Context: an optimization exercise on an open-source flow, tuned for small area and a short achievable clock period. The choices shown serve that exercise and are no tape-out recipe.
At most, simulation tests tie the RTL to the original design; equivalence was not proved.
The clock input has no modelled driver; a real chip could not lean on it and would need a root buffer or a full tree.
No activity file was given, so power comes from the tool's default toggle rates.

==> run a: inputs <==
==> flow/design.v (excerpt) <==
module CLA_64_4 (   input  [63:0] a_inp,
                    input  [63:0] b_inp,
                    output reg [63:0] s_out,
                    output reg        c_out,
                    input         clock,
                    input         reset);
Settings: LEC_CHECK=0, CAP_MARGIN=20, CORE_MARGIN=2, CORE_UTILIZATION=40, SLEW_MARGIN=20, BUFFER_PORTS_ARGS=-buffer_cell sky130_fd_sc_hd__buf_2, PRE_CTS_TCL=/design/flow/flow/cts_manual.tcl; clock period 9.0 ns.
standard.sh (not shown) runs the stock make flow with config.mk's settings and CLKGATE_MAP_FILE= SYNTH_SCRIPT=/design/flow/synth_recipe.tcl, a recipe that flattens the netlist after the stock synthesis.
==> flow/flow/run.sh <==
#!/bin/bash
set -e
cp standard.sh standard_sh_copy.log
cat >> config.mk <<CFG
export BUFFER_PORTS_ARGS = -buffer_cell sky130_fd_sc_hd__buf_2
export PRE_CTS_TCL = $PWD/flow/cts_manual.tcl
CFG
bash standard.sh > standard.log 2>&1
==> flow/flow/cts_manual.tcl <==
# Pre-CTS hook: a one-level clock tree. The flip-flops are split by
# k-means on their placed locations into NBUF groups of similar size; each
# group gets one clock buffer at its centre, driven by the clock port.
# Every flip-flop sees the same single buffer stage, so all of them get the
# same clock latency up to wire and load differences. The standard
# clock_tree_synthesis call that follows is turned into a no-op.
set nbuf 4
if {[info exists ::env(MANUAL_CTS_NBUF)]} { set nbuf $::env(MANUAL_CTS_NBUF) }
set bufcell sky130_fd_sc_hd__clkbuf_16
if {[info exists ::env(MANUAL_CTS_BUF)]} { set bufcell $::env(MANUAL_CTS_BUF) }

set db [ord::get_db]
set block [ord::get_db_block]
set clk_net [$block findNet clock]
set sinks {}
foreach it [$clk_net getITerms] {
  set inst [$it getInst]
  set bb [$inst getBBox]
  lappend sinks [list $it [expr {([$bb xMin] + [$bb xMax]) / 2}] [expr {([$bb yMin] + [$bb yMax]) / 2}]]
}
set n [llength $sinks]
puts "manual cts: $n clock sinks, $nbuf buffers of $bufcell"

# balanced k-means: start from the sinks sorted along x then y strips
set sorted [lsort -integer -index 1 $sinks]
set centres {}
for {set k 0} {$k < $nbuf} {incr k} {
  set lo [expr {$k * $n / $nbuf}]
  set hi [expr {($k + 1) * $n / $nbuf - 1}]
  set sx 0; set sy 0
  foreach s [lrange $sorted $lo $hi] { incr sx [lindex $s 1]; incr sy [lindex $s 2] }
  set m [expr {$hi - $lo + 1}]
  lappend centres [list [expr {$sx / $m}] [expr {$sy / $m}]]
}
set cap [expr {($n + $nbuf - 1) / $nbuf}]
for {set iter 0} {$iter < 30} {incr iter} {
  # assign each sink to the nearest centre that still has room, closest pairs first
  set pairs {}
  set i 0
  foreach s $sinks {
    for {set k 0} {$k < $nbuf} {incr k} {
      set c [lindex $centres $k]
      set d [expr {abs([lindex $s 1] - [lindex $c 0]) + abs([lindex $s 2] - [lindex $c 1])}]
      lappend pairs [list $d $i $k]
    }
    incr i
  }
  set pairs [lsort -integer -index 0 $pairs]
  array unset asg
  array unset cnt
  for {set k 0} {$k < $nbuf} {incr k} { set cnt($k) 0 }
  foreach p $pairs {
    lassign $p d i k
    if {[info exists asg($i)]} continue
    if {$cnt($k) >= $cap} continue
    set asg($i) $k
    incr cnt($k)
  }
  set newc {}
  for {set k 0} {$k < $nbuf} {incr k} { set sx($k) 0; set sy($k) 0 }
  for {set i 0} {$i < $n} {incr i} {
    set k $asg($i)
    incr sx($k) [lindex [lindex $sinks $i] 1]
    incr sy($k) [lindex [lindex $sinks $i] 2]
  }
  for {set k 0} {$k < $nbuf} {incr k} {
    lappend newc [list [expr {$sx($k) / max(1, $cnt($k))}] [expr {$sy($k) / max(1, $cnt($k))}]]
  }
  set centres $newc
}

set master [$db findMaster $bufcell]
for {set k 0} {$k < $nbuf} {incr k} {
  set inst [odb::dbInst_create $block $master "clkbuf_manual_$k"]
  set net [odb::dbNet_create $block "clknet_manual_$k"]
  $net setSigType CLOCK
  [$inst findITerm A] connect $clk_net
  [$inst findITerm X] connect $net
  lassign [lindex $centres $k] cx cy
  $inst setLocation [expr {$cx - [$master getWidth] / 2}] $cy
  $inst setPlacementStatus PLACED
  set bufnet($k) $net
}
for {set i 0} {$i < $n} {incr i} {
  set it [lindex [lindex $sinks $i] 0]
  $it disconnect
  $it connect $bufnet($asg($i))
}
for {set k 0} {$k < $nbuf} {incr k} { puts "manual cts: buffer $k drives $cnt($k) sinks at [lindex $centres $k]" }

set_propagated_clock [all_clocks]
rename clock_tree_synthesis orig_clock_tree_synthesis
proc clock_tree_synthesis {args} { puts "manual cts: clock_tree_synthesis skipped" }
==> run b: changes against run a <==
==> flow/run.sh (new file) <==
#!/bin/bash
# synth_recipe.tcl (not shown) runs the flow's synth.tcl, then flattens the netlist and writes it again
# the make line also repeats each setting of config.mk as NAME=value (left out here)
make -C /OpenROAD-flow-scripts/flow DESIGN_CONFIG=/design/flow/config.mk WORK_HOME=/design/flow/orfs CLKGATE_MAP_FILE= SYNTH_SCRIPT=/design/flow/synth_recipe.tcl finish
--- a/flow/config.mk
+++ b/flow/config.mk
@@ -9,5 +9,3 @@
 export CORE_MARGIN = 2
 export CORE_UTILIZATION = 40
 export SLEW_MARGIN = 20
-export BUFFER_PORTS_ARGS = -buffer_cell sky130_fd_sc_hd__buf_2
-export PRE_CTS_TCL = /design/flow/flow/cts_manual.tcl
removed: flow/flow/run.sh
removed: flow/flow/cts_manual.tcl
removed: flow/standard.sh
==> notes <==
- Run a aborted during clock tree synthesis (4_1_cts). Run b finished with timing, DRC and antenna clean.
- Synthesized cell count is the same in run a and run b.
- In synthesized area, run b and run a do not differ.

========
==> run R: inputs <==
CLA_64_4 again, from the RTL that the note above started with.
Settings: LEC_CHECK=0, CAP_MARGIN=20, CORE_MARGIN=2, CORE_UTILIZATION=60, SLEW_MARGIN=20, TNS_END_PERCENT=0, BUFFER_PORTS_ARGS=-buffer_cell sky130_fd_sc_hd__buf_1, PRE_CTS_TCL=/design/flow/flow/cts_manual.tcl, MANUAL_CTS_NLEAF=8, MANUAL_CTS_NL1=4, MANUAL_CTS_LEAF=sky130_fd_sc_hd__inv_12, MANUAL_CTS_L1=sky130_fd_sc_hd__inv_4, SETUP_SLACK_MARGIN=6.5; clock period 9.0 ns.
==> flow/flow/run.sh <==
#!/bin/bash
set -e
cat >> config.mk <<CFG
export BUFFER_PORTS_ARGS = -buffer_cell sky130_fd_sc_hd__buf_1
export PRE_CTS_TCL = $PWD/flow/cts_manual.tcl
export MANUAL_CTS_NLEAF = 8
export MANUAL_CTS_NL1 = 4
export MANUAL_CTS_LEAF = sky130_fd_sc_hd__inv_12
export MANUAL_CTS_L1 = sky130_fd_sc_hd__inv_4
export SETUP_SLACK_MARGIN = 6.5
CFG
bash standard.sh > standard.log 2>&1
==> flow/flow/cts_manual.tcl <==
# Pre-CTS hook: a small, balanced clock tree built by hand.
# The flip-flops are split by balanced k-means on their placed locations
# into NLEAF groups; each group gets a leaf clock buffer at its centre. The
# leaf buffers are split the same way into NL1 groups, each driven by one
# first-level buffer, and the first-level buffers are driven by the clock
# port (NL1 = 0: the leaves hang on the port). Every flip-flop sits behind
# the same number of buffers, so all of them get the same clock latency up
# to wire and load differences. The standard clock_tree_synthesis call that
# follows in cts.tcl is turned into a no-op. The buffers may be inverters
# (both levels then, so the flip-flops see the clock's own polarity).

# balanced k-means: items are {obj x y}; returns the group index of each item
proc mcts_cluster {items k} {
  set n [llength $items]
  set sorted [lsort -integer -index 1 $items]
  set centres {}
  for {set g 0} {$g < $k} {incr g} {
    set lo [expr {$g * $n / $k}]
    set hi [expr {($g + 1) * $n / $k - 1}]
    set ax 0; set ay 0
    foreach s [lrange $sorted $lo $hi] { incr ax [lindex $s 1]; incr ay [lindex $s 2] }
    set m [expr {max(1, $hi - $lo + 1)}]
    lappend centres [list [expr {$ax / $m}] [expr {$ay / $m}]]
  }
  set cap [expr {($n + $k - 1) / $k}]
  for {set iter 0} {$iter < 40} {incr iter} {
    set pairs {}
    set i 0
    foreach s $items {
      for {set g 0} {$g < $k} {incr g} {
        set c [lindex $centres $g]
        set dx [expr {[lindex $s 1] - [lindex $c 0]}]
        set dy [expr {[lindex $s 2] - [lindex $c 1]}]
        lappend pairs [list [expr {$dx * $dx + $dy * $dy}] $i $g]
      }
      incr i
    }
    set pairs [lsort -integer -index 0 $pairs]
    array unset asg
    for {set g 0} {$g < $k} {incr g} { set cnt($g) 0; set sx($g) 0; set sy($g) 0 }
    foreach p $pairs {
      lassign $p d i g
      if {[info exists asg($i)] || $cnt($g) >= $cap} continue
      set asg($i) $g
      incr cnt($g)
    }
    for {set i 0} {$i < $n} {incr i} {
      incr sx($asg($i)) [lindex [lindex $items $i] 1]
      incr sy($asg($i)) [lindex [lindex $items $i] 2]
    }
    set centres {}
    for {set g 0} {$g < $k} {incr g} {
      lappend centres [list [expr {$sx($g) / max(1, $cnt($g))}] [expr {$sy($g) / max(1, $cnt($g))}]]
    }
  }
  set out {}
  for {set i 0} {$i < $n} {incr i} { lappend out $asg($i) }
  return [list $out $centres]
}

proc mcts_centre {iterm} {
  set bb [[$iterm getInst] getBBox]
  return [list $iterm [expr {([$bb xMin] + [$bb xMax]) / 2}] [expr {([$bb yMin] + [$bb yMax]) / 2}]]
}

# one buffer per group: moves each group's sinks onto a new net driven by
# the buffer; returns the buffers' input pins as items
proc mcts_level {block master items k name driver_net} {
  lassign [mcts_cluster $items $k] asg centres
  set outs {}
  for {set g 0} {$g < $k} {incr g} {
    set inst [odb::dbInst_create $block $master "${name}_$g"]
    set net [odb::dbNet_create $block "${name}_net_$g"]
    $net setSigType CLOCK
    set opin X
    if {[$master findMTerm Y] ne "NULL"} { set opin Y }
    [$inst findITerm $opin] connect $net
    [$inst findITerm A] connect $driver_net
    lassign [lindex $centres $g] cx cy
    $inst setLocation [expr {$cx - [$master getWidth] / 2}] [expr {$cy - [$master getHeight] / 2}]
    $inst setPlacementStatus PLACED
    set bnet($g) $net
    set cnt($g) 0
    lappend outs [mcts_centre [$inst findITerm A]]
  }
  set i 0
  foreach s $items {
    set it [lindex $s 0]
    $it disconnect
    $it connect $bnet([lindex $asg $i])
    incr cnt([lindex $asg $i])
    incr i
  }
  for {set g 0} {$g < $k} {incr g} { puts "manual cts: $name $g drives $cnt($g) pins near [lindex $centres $g]" }
  return $outs
}

proc manual_cts {} {
  set nleaf 8
  set nl1 2
  set leafcell sky130_fd_sc_hd__clkbuf_16
  set l1cell sky130_fd_sc_hd__clkbuf_16
  if {[info exists ::env(MANUAL_CTS_NLEAF)]} { set nleaf $::env(MANUAL_CTS_NLEAF) }
  if {[info exists ::env(MANUAL_CTS_NL1)]} { set nl1 $::env(MANUAL_CTS_NL1) }
  if {[info exists ::env(MANUAL_CTS_LEAF)]} { set leafcell $::env(MANUAL_CTS_LEAF) }
  if {[info exists ::env(MANUAL_CTS_L1)]} { set l1cell $::env(MANUAL_CTS_L1) }
  set db [ord::get_db]
  set block [ord::get_db_block]
  set clk_net [$block findNet clock]
  set sinks {}
  foreach it [$clk_net getITerms] { lappend sinks [mcts_centre $it] }
  puts "manual cts: [llength $sinks] clock sinks, $nleaf leaf buffers, $nl1 first-level buffers"
  set leaves [mcts_level $block [$db findMaster $leafcell] $sinks $nleaf clkbuf_leaf $clk_net]
  if {$nl1 > 0} {
    mcts_level $block [$db findMaster $l1cell] $leaves $nl1 clkbuf_l1 $clk_net
  }
}
manual_cts

set_propagated_clock [all_clocks]
# cts.tcl next calls repair_clock_inverters, which would clone the tree's
# inverters per load, and then clock_tree_synthesis; the tree is complete,
# so both are skipped.
rename repair_clock_inverters orig_repair_clock_inverters
proc repair_clock_inverters {args} { puts "manual cts: repair_clock_inverters skipped" }
rename clock_tree_synthesis orig_clock_tree_synthesis
proc clock_tree_synthesis {args} { puts "manual cts: clock_tree_synthesis skipped" }

# The port buffers are all made from one cell by buffer_ports; the output
# ports' buffers may be swapped to another (PORT_OUT_BUF).
if {[info exists ::env(PORT_OUT_BUF)]} {
  set m [[ord::get_db] findMaster $::env(PORT_OUT_BUF)]
  set k 0
  foreach bt [[ord::get_db_block] getBTerms] {
    if {[$bt getIoType] ne "OUTPUT"} continue
    set drv [[$bt getNet] getFirstOutput]
    if {$drv eq "NULL"} continue
    [$drv getInst] swapMaster $m
    incr k
  }
  puts "port buffers: $k output port drivers made $::env(PORT_OUT_BUF)"
}
==> run A: changes against run R <==
--- a/flow/design.v
+++ b/flow/design.v
@@ -243,110 +243,64 @@
 wire g27_26 = g27_27 | (p27_27 & g26_26);
 wire p27_26 = p27_27 & p26_26;
 wire g29_28 = g29_29 | (p29_29 & g28_28);
 wire p29_28 = p29_29 & p28_28;
 wire g31_30 = g31_31 | (p31_31 & g30_30);
 wire p31_30 = p31_31 & p30_30;
-wire g2_0 = g2_2 | (p2_2 & g1_0);
 wire g3_0 = g3_2 | (p3_2 & g1_0);
-wire g6_4 = g6_6 | (p6_6 & g5_4);
-wire p6_4 = p6_6 & p5_4;
 wire g7_4 = g7_6 | (p7_6 & g5_4);
 wire p7_4 = p7_6 & p5_4;
-wire g10_8 = g10_10 | (p10_10 & g9_8);
-wire p10_8 = p10_10 & p9_8;
 wire g11_8 = g11_10 | (p11_10 & g9_8);
 wire p11_8 = p11_10 & p9_8;
-wire g14_12 = g14_14 | (p14_14 & g13_12);
-wire p14_12 = p14_14 & p13_12;
 wire g15_12 = g15_14 | (p15_14 & g13_12);
 wire p15_12 = p15_14 & p13_12;
-wire g18_16 = g18_18 | (p18_18 & g17_16);
-wire p18_16 = p18_18 & p17_16;
 wire g19_16 = g19_18 | (p19_18 & g17_16);
 wire p19_16 = p19_18 & p17_16;
-wire g22_20 = g22_22 | (p22_22 & g21_20);
-wire p22_20 = p22_22 & p21_20;
 wire g23_20 = g23_22 | (p23_22 & g21_20);
 wire p23_20 = p23_22 & p21_20;
-wire g26_24 = g26_26 | (p26_26 & g25_24);
-wire p26_24 = p26_26 & p25_24;
 wire g27_24 = g27_26 | (p27_26 & g25_24);
 wire p27_24 = p27_26 & p25_24;
-wire g30_28 = g30_30 | (p30_30 & g29_28);
-wire p30_28 = p30_30 & p29_28;
 wire g31_28 = g31_30 | (p31_30 & g29_28);
 wire p31_28 = p31_30 & p29_28;
-wire g4_0 = g4_4 | (p4_4 & g3_0);
-wire g5_0 = g5_4 | (p5_4 & g3_0);
-wire g6_0 = g6_4 | (p6_4 & g3_0);
 wire g7_0 = g7_4 | (p7_4 & g3_0);
-wire g12_8 = g12_12 | (p12_12 & g11_8);
-wire p12_8 = p12_12 & p11_8;
-wire g13_8 = g13_12 | (p13_12 & g11_8);
-wire p13_8 = p13_12 & p11_8;
-wire g14_8 = g14_12 | (p14_12 & g11_8);
-wire p14_8 = p14_12 & p11_8;
 wire g15_8 = g15_12 | (p15_12 & g11_8);
 wire p15_8 = p15_12 & p11_8;
-wire g20_16 = g20_20 | (p20_20 & g19_16);
-wire p20_16 = p20_20 & p19_16;
-wire g21_16 = g21_20 | (p21_20 & g19_16);
-wire p21_16 = p21_20 & p19_16;
-wire g22_16 = g22_20 | (p22_20 & g19_16);
-wire p22_16 = p22_20 & p19_16;
 wire g23_16 = g23_20 | (p23_20 & g19_16);
 wire p23_16 = p23_20 & p19_16;
-wire g28_24 = g28_28 | (p28_28 & g27_24);
-wire p28_24 = p28_28 & p27_24;
-wire g29_24 = g29_28 | (p29_28 & g27_24);
-wire p29_24 = p29_28 & p27_24;
-wire g30_24 = g30_28 | (p30_28 & g27_24);
-wire p30_24 = p30_28 & p27_24;
 wire g31_24 = g31_28 | (p31_28 & g27_24);
 wire p31_24 = p31_28 & p27_24;
-wire g8_0 = g8_8 | (p8_8 & g7_0);
-wire g9_0 = g9_8 | (p9_8 & g7_0);
-wire g10_0 = g10_8 | (p10_8 & g7_0);
-wire g11_0 = g11_8 | (p11_8 & g7_0);
-wire g12_0 = g12_8 | (p12_8 & g7_0);
-wire g13_0 = g13_8 | (p13_8 & g7_0);
-wire g14_0 = g14_8 | (p14_8 & g7_0);
 wire g15_0 = g15_8 | (p15_8 & g7_0);
-wire g24_16 = g24_24 | (p24_24 & g23_16);
-wire p24_16 = p24_24 & p23_16;
-wire g25_16 = g25_24 | (p25_24 & g23_16);
-wire p25_16 = p25_24 & p23_16;
-wire g26_16 = g26_24 | (p26_24 & g23_16);
-wire p26_16 = p26_24 & p23_16;
-wire g27_16 = g27_24 | (p27_24 & g23_16);
-wire p27_16 = p27_24 & p23_16;
-wire g28_16 = g28_24 | (p28_24 & g23_16);
-wire p28_16 = p28_24 & p23_16;
-wire g29_16 = g29_24 | (p29_24 & g23_16);
-wire p29_16 = p29_24 & p23_16;
-wire g30_16 = g30_24 | (p30_24 & g23_16);
-wire p30_16 = p30_24 & p23_16;
 wire g31_16 = g31_24 | (p31_24 & g23_16);
 wire p31_16 = p31_24 & p23_16;
-wire g16_0 = g16_16 | (p16_16 & g15_0);
-wire g17_0 = g17_16 | (p17_16 & g15_0);
-wire g18_0 = g18_16 | (p18_16 & g15_0);
-wire g19_0 = g19_16 | (p19_16 & g15_0);
-wire g20_0 = g20_16 | (p20_16 & g15_0);
-wire g21_0 = g21_16 | (p21_16 & g15_0);
-wire g22_0 = g22_16 | (p22_16 & g15_0);
-wire g23_0 = g23_16 | (p23_16 & g15_0);
-wire g24_0 = g24_16 | (p24_16 & g15_0);
-wire g25_0 = g25_16 | (p25_16 & g15_0);
-wire g26_0 = g26_16 | (p26_16 & g15_0);
-wire g27_0 = g27_16 | (p27_16 & g15_0);
-wire g28_0 = g28_16 | (p28_16 & g15_0);
-wire g29_0 = g29_16 | (p29_16 & g15_0);
-wire g30_0 = g30_16 | (p30_16 & g15_0);
 wire g31_0 = g31_16 | (p31_16 & g15_0);
+wire g23_0 = g23_16 | (p23_16 & g15_0);
+wire g11_0 = g11_8 | (p11_8 & g7_0);
+wire g19_0 = g19_16 | (p19_16 & g15_0);
+wire g27_0 = g27_24 | (p27_24 & g23_0);
+wire g5_0 = g5_4 | (p5_4 & g3_0);
+wire g9_0 = g9_8 | (p9_8 & g7_0);
+wire g13_0 = g13_12 | (p13_12 & g11_0);
+wire g17_0 = g17_16 | (p17_16 & g15_0);
+wire g21_0 = g21_20 | (p21_20 & g19_0);
+wire g25_0 = g25_24 | (p25_24 & g23_0);
+wire g29_0 = g29_28 | (p29_28 & g27_0);
+wire g2_0 = g2_2 | (p2_2 & g1_0);
+wire g4_0 = g4_4 | (p4_4 & g3_0);
+wire g6_0 = g6_6 | (p6_6 & g5_0);
+wire g8_0 = g8_8 | (p8_8 & g7_0);
+wire g10_0 = g10_10 | (p10_10 & g9_0);
+wire g12_0 = g12_12 | (p12_12 & g11_0);
+wire g14_0 = g14_14 | (p14_14 & g13_0);
+wire g16_0 = g16_16 | (p16_16 & g15_0);
+wire g18_0 = g18_18 | (p18_18 & g17_0);
+wire g20_0 = g20_20 | (p20_20 & g19_0);
+wire g22_0 = g22_22 | (p22_22 & g21_0);
+wire g24_0 = g24_24 | (p24_24 & g23_0);
+wire g26_0 = g26_26 | (p26_26 & g25_0);
+wire g28_0 = g28_28 | (p28_28 & g27_0);
+wire g30_0 = g30_30 | (p30_30 & g29_0);
 wire c0 = 1'b0;
 wire c1 = g0_0;
 wire c2 = g1_0;
 wire c3 = g2_0;
 wire c4 = g3_0;
 wire c5 = g4_0;
==> flow/flow/run.sh (replaced) <==
#!/bin/bash
set -e
cat >> config.mk <<CFG
export BUFFER_PORTS_ARGS = -buffer_cell sky130_fd_sc_hd__buf_2
export PRE_CTS_TCL = $PWD/flow/cts_manual.tcl
export MANUAL_CTS_NLEAF = 8
export MANUAL_CTS_NL1 = 4
export MANUAL_CTS_LEAF = sky130_fd_sc_hd__inv_12
export MANUAL_CTS_L1 = sky130_fd_sc_hd__inv_4
export SETUP_SLACK_MARGIN = 6.35
CFG
bash standard.sh > standard.log 2>&1
--- a/flow/flow/cts_manual.tcl
+++ b/flow/flow/cts_manual.tcl
@@ -122,21 +122,6 @@
 # inverters per load, and then clock_tree_synthesis; the tree is complete,
 # so both are skipped.
 rename repair_clock_inverters orig_repair_clock_inverters
 proc repair_clock_inverters {args} { puts "manual cts: repair_clock_inverters skipped" }
 rename clock_tree_synthesis orig_clock_tree_synthesis
 proc clock_tree_synthesis {args} { puts "manual cts: clock_tree_synthesis skipped" }
-
-# The port buffers are all made from one cell by buffer_ports; the output
-# ports' buffers may be swapped to another (PORT_OUT_BUF).
-if {[info exists ::env(PORT_OUT_BUF)]} {
-  set m [[ord::get_db] findMaster $::env(PORT_OUT_BUF)]
-  set k 0
-  foreach bt [[ord::get_db_block] getBTerms] {
-    if {[$bt getIoType] ne "OUTPUT"} continue
-    set drv [[$bt getNet] getFirstOutput]
-    if {$drv eq "NULL"} continue
-    [$drv getInst] swapMaster $m
-    incr k
-  }
-  puts "port buffers: $k output port drivers made $::env(PORT_OUT_BUF)"
-}
BUFFER_PORTS_ARGS = -buffer_cell sky130_fd_sc_hd__buf_2   (was -buffer_cell sky130_fd_sc_hd__buf_1)
CORE_UTILIZATION = 40   (was 60)
SETUP_SLACK_MARGIN = 6.35   (was 6.5)
TNS_END_PERCENT = not set   (was 0)
==> run Z: changes against run R <==
==> flow/flow/run.sh (replaced) <==
#!/bin/bash
set -e
cat >> config.mk <<CFG
export BUFFER_PORTS_ARGS = -buffer_cell sky130_fd_sc_hd__buf_2
export PRE_CTS_TCL = $PWD/flow/cts_manual.tcl
export MANUAL_CTS_NLEAF = 8
export MANUAL_CTS_NL1 = 4
export MANUAL_CTS_LEAF = sky130_fd_sc_hd__inv_12
export MANUAL_CTS_L1 = sky130_fd_sc_hd__inv_4
export SETUP_SLACK_MARGIN = 6.6
CFG
bash standard.sh > standard.log 2>&1
--- a/flow/flow/cts_manual.tcl
+++ b/flow/flow/cts_manual.tcl
@@ -115,28 +115,8 @@
     mcts_level $block [$db findMaster $l1cell] $leaves $nl1 clkbuf_l1 $clk_net
   }
 }
 manual_cts
 
 set_propagated_clock [all_clocks]
-# cts.tcl next calls repair_clock_inverters, which would clone the tree's
-# inverters per load, and then clock_tree_synthesis; the tree is complete,
-# so both are skipped.
-rename repair_clock_inverters orig_repair_clock_inverters
-proc repair_clock_inverters {args} { puts "manual cts: repair_clock_inverters skipped" }
 rename clock_tree_synthesis orig_clock_tree_synthesis
 proc clock_tree_synthesis {args} { puts "manual cts: clock_tree_synthesis skipped" }
-
-# The port buffers are all made from one cell by buffer_ports; the output
-# ports' buffers may be swapped to another (PORT_OUT_BUF).
-if {[info exists ::env(PORT_OUT_BUF)]} {
-  set m [[ord::get_db] findMaster $::env(PORT_OUT_BUF)]
-  set k 0
-  foreach bt [[ord::get_db_block] getBTerms] {
-    if {[$bt getIoType] ne "OUTPUT"} continue
-    set drv [[$bt getNet] getFirstOutput]
-    if {$drv eq "NULL"} continue
-    [$drv getInst] swapMaster $m
-    incr k
-  }
-  puts "port buffers: $k output port drivers made $::env(PORT_OUT_BUF)"
-}
ABC_CLOCK_PERIOD_IN_PS = 2500   (was not set)
BUFFER_PORTS_ARGS = -buffer_cell sky130_fd_sc_hd__buf_2   (was -buffer_cell sky130_fd_sc_hd__buf_1)
SETUP_SLACK_MARGIN = 6.6   (was 6.5)
TNS_END_PERCENT = not set   (was 0)
==> run summary <==
- Total power: run A is larger than run R (about 1.7%).
- Run R completed with no timing, DRC or antenna violations. Run A produced a clean layout. Run Z never finished: it broke off in clock tree synthesis (4_1_cts).
- In run R the via count is higher than in run A, by about 2%.
- Of run A and run R, run R has the higher fmax (gap 3.7%, measured against run R).
- In run A the global-route usage is lower than in run R, by 6.7 points.
- In run R the register-to-register slack is better than in run A, by 150 ps.
- In run R the clock power is lower than in run A, by about 2%.
==> figures <==
metric                                                                                                   run R                   run A                           run Z
Result of the run                                                                     timing/DRC/antenna clean  timing/DRC/antenna clean       aborted with a tool error
Last stage reached                                                                                           -                       -  clock tree synthesis (4_1_cts)
Max Used Layer                                                                                            met4                    met4                               -
Sequential logic power                                                                              0.000874 W              0.000873 W                               -
Layout-to-synthesis area ratio                                                                          1.195x                  1.241x                               -
Most common cell after layout, fill and taps aside                                      sky130_fd_sc_hd__buf_1  sky130_fd_sc_hd__buf_2                               -
Worst slack at placement                                                                               6250 ps                 6180 ps                         6240 ps
Tapcells                                                                                                   136                     211                               -
Wire length of the first global-routing pass                                                         19,500 µm               19,500 µm                               -
Drt wl/cell                                                                                            14.7 µm                 14.3 µm                               -
Kind of end point of the critical path                                                              output pin                    flop                               -
Crit Reg-Reg Startpoint                                                                          u5[1]$_DFF_P_           u6[0]$_DFF_P_                               -
NumNets Final                                                                                              901                     890                               -
Post-synthesis share of cell area spent on full adders, half adders and majority gates                   22.2%                   22.6%                           22.2%
Only the layout flow was run in run A; the RTL was not checked for function there. In run R and run A the design's own scripts or RTL, not TritonCTS, make the clock network.

==> static timing again, ports no longer ideal <==
The results above use ideal ports. As a check the final layouts listed here were re-extracted and re-timed, cells and wires unchanged.
Step 1 sets driving cells, clkbuf_16 on the clock port and buf_2 on the other inputs (assumed; they add their load-dependent delay and slew).
Step 2 also shifts input and output timing later by t, the mid clock arrival at the registers, as if the neighbouring blocks saw the same clock.
Three values: no drivers, after step 1, after step 2; two values: the first two.
| run | t (ns) | slack for setup (ns) | slew at the worst register clock pin (ns) | worst data-port slew with drivers (ns) | cell pins on the clock port's net |
|---|---|---|---|---|---|
| run b of note 1 | 0.452 | 5.877 / 5.836 / 5.974 | 0.06 / 0.06 | 0.05 | 1 |
| run R of note 2 | 0.239 | 6.503 / 6.416 / 6.343 | 0.08 / 0.08 | 0.03 | 4 |
| run A of note 2 | 0.244 | 6.406 / 6.403 / 6.291 | 0.08 / 0.08 | 0.06 | 4 |
After both steps setup and hold are still met in every run listed. For run R of note 2, which loses most, drivers alone change the setup slack by -0.087 ns; drivers and shift together by -0.160 ns. The worst setup slack also covers recovery checks on asynchronous resets.
